What follows belongs to an exercise in optimizing a design on an open flow for small area, a short achievable clock period and few clock cycles; a production flow would make more cautious choices. Function was checked by simulation only, so behaviour that the tests miss may differ from the original. Power and IR drop assume default switching activity.

## job 101
// gun
module gun(
    input rst_i,
    input clk_i,
    input [15:0] sw_i,
    output busy,
    output [14:0] leds
);
For scale: roughly 470 cells after synthesis, ~39 flip-flops, roughly 34 I/O pins, ~0.0039 sq mm of cells after synthesis.
==> flow/config.mk <==
export PLATFORM = sky130hd
export DESIGN_NAME = gun
export DESIGN_NICKNAME = gun
export VERILOG_FILES = /design/flow/design.v
export SDC_FILE = /design/flow/constraint.sdc
export NUM_CORES = 4
export LEC_CHECK = 0
export CAP_MARGIN = 20
export CORE_MARGIN = 2
export CORE_UTILIZATION = 40
export CTS_CLUSTER_DIAMETER = 100
export CTS_CLUSTER_SIZE = 30
export SETUP_SLACK_MARGIN = 1.2
export SLEW_MARGIN = 20
export SYNTH_HIERARCHICAL = 1
export SYNTH_MINIMUM_KEEP_SIZE = 0
==> flow/constraint.sdc <==
create_clock -name core_clock -period 4.0 [get_ports {clk_i}]
set_input_delay 0.8000 -clock core_clock [delete_from_list [all_inputs] [get_ports {clk_i}]]
set_output_delay 0.8000 -clock core_clock [all_outputs]
set_load 0.01 [all_outputs]
standard.sh (not shown) runs the stock make flow with config.mk's settings and CLKGATE_MAP_FILE= SYNTH_SCRIPT=/design/flow/synth_recipe.tcl, a recipe that flattens the netlist after the stock synthesis.
==> flow/flow/run.sh <==
#!/bin/bash
set -euo pipefail
cd "$(dirname "${BASH_SOURCE[0]}")/.."
bash standard.sh finish ADDER_MAP_FILE= "BUFFER_PORTS_ARGS=-buffer_cell sky130_fd_sc_hd__buf_2" > standard_flow.log 2>&1
Job 101 went all the way through synthesis, placement and routing and the layout is clean on timing, DRC and antenna.
Testbench counts of job 101, summed over its fixed seeds: cycles 6,400.
Inputs modified between job 101 and job 103:
diff --git a/flow/config.mk b/flow/config.mk
--- a/flow/config.mk
+++ b/flow/config.mk
@@ -9,6 +9,4 @@
 export CORE_MARGIN = 2
 export CORE_UTILIZATION = 40
-export CTS_CLUSTER_DIAMETER = 100
-export CTS_CLUSTER_SIZE = 30
 export SETUP_SLACK_MARGIN = 1.2
 export SLEW_MARGIN = 20
--- outcome ---
Re fraction of the mapped netlist area in compound gates: no difference whatsoever between job 101 and job 103.
Via count of the first global-routing pass came out exactly the same in job 101 and job 103.
Comparing job 103 against job 101, there is no change at all in routed wire length.

========
Setup of JK:
Starting RTL as in the previous note.
## gun
module gun(
    input rst_i,
    input clk_i,
    input [15:0] sw_i,
    output busy,
    output [14:0] leds
);
export LEC_CHECK = 0
export CAP_MARGIN = 20
export CORE_MARGIN = 2
export CORE_UTILIZATION = 40
export SETUP_SLACK_MARGIN = 1.2
export SLEW_MARGIN = 20
export SYNTH_HIERARCHICAL = 1
export SYNTH_MINIMUM_KEEP_SIZE = 0
create_clock -name core_clock -period 4.0 [get_ports {clk_i}]
==> flow/flow/run.sh <==
#!/bin/bash
set -euo pipefail
cd "$(dirname "${BASH_SOURCE[0]}")/.."
bash standard.sh finish "BUFFER_PORTS_ARGS=-buffer_cell sky130_fd_sc_hd__buf_2" > standard_flow.log 2>&1
JK: flow completed, timing, DRC and antenna clean
Testbench counts of JK, summed over its fixed seeds: cycles 6,400.
For MS, these inputs were changed with respect to JK:
Settings: PLACE_DENSITY newly set to 0.75.
==> flow/flow/run.sh <==
#!/bin/bash
set -euo pipefail
cd "$(dirname "${BASH_SOURCE[0]}")/.."
bash standard.sh finish ADDER_MAP_FILE= "BUFFER_PORTS_ARGS=-buffer_cell sky130_fd_sc_hd__buf_2" > standard_flow.log 2>&1
==> results.txt <==
MS completed end to end with timing, DRC and antenna clean. Core utilization, JK and MS: higher on JK. JK vs MS, dominant combinational cell family by area after synthesis: adder cells vs XOR/XNOR gates. MS vs JK — net total in the final layout climbed by a few percent. MS against JK: ratio of total power to cell area now sits higher; total setup buffers inserted after CTS now smaller; global-route wire length before repair increased by about 11% relative to the old numbers.
## Diff of input files: AL against MS
Settings: a deleted PLACE_DENSITY that had been 0.75; a change of SETUP_SLACK_MARGIN from 1.2 to 0.5.
Notes after the runs:
AL vs MS: met3 layer usage reported by global route up in AL
The register share of total power number comes out higher for AL vs MS.
MS and AL ended up with roughly the same worst setup slack before clock tree synthesis.
As of AL, vias per cell had fallen slightly compared to MS.
Diff MS -> AL: routed wire length on met3 rose by about 0.55%, number of DRC markers after the initial detailed-route iteration fell by 28%, switching part of the total power rose by 1.0 points.
Here is what was changed in the inputs of TR compared with AL.
Settings: ABC_AREA newly set to 1; SETUP_SLACK_MARGIN changed from 0.5 to 1.2.
- AL ended up with XOR/XNOR gates as its main combinational cell family by area after synthesis; TR ended up with simple AND/OR/NAND/NOR gates.
- Maximum cell stage delay along the critical path for TR is lower than for AL.
- Between TR and AL, it is TR whose ratio of final minimum period to clock period is lower, by 16 points.
- Via count (AL / TR): 0.72
- Re share of the synthesized netlist area taken by xor and xnor gates: TR is 20 points down on AL.

separate check: timing with driven ports:
In the flow no input, the clock included, has a driving cell. The finished layouts below were timed again as built, in two steps.
Step 1 sets driving cells, clkbuf_16 on the clock port and buf_2 on the other inputs (assumed; they add their load-dependent delay and slew).
Step 2, shift: input delay + t, output delay - t, t = (earliest + latest rising clock arrival at the registers) / 2. This alone moves slack from input paths to output paths.
a / b / c = no drivers / after step 1 / after step 2; a / b = the first two.
| run | shift t [ns] | setup WS [ns] | worst setup path after step 2 | worst data-port slew with drivers (ns) |
|---|---|---|---|---|
| job 101 | 0.329 | 1.317 / 1.317 / 1.300 | input to register | 0.03 |
| job 103 | 0.329 | 1.317 / 1.317 / 1.300 | input to register | 0.03 |
| JK | 0.322 | 0.919 / 0.919 / 0.919 | register to register | 0.04 |
| MS | 0.318 | 1.334 / 1.330 / 1.299 | input to register | 0.04 |
| AL | 0.331 | 0.846 / 0.846 / 0.846 | register to register | 0.03 |
| TR | 0.331 | 1.484 / 1.451 / 1.718 | input to register | 0.03 |
After both steps every run listed still meets setup and hold. The setup slack of MS, which loses most, moves by -0.004 ns with the drivers and by -0.035 ns with both steps.
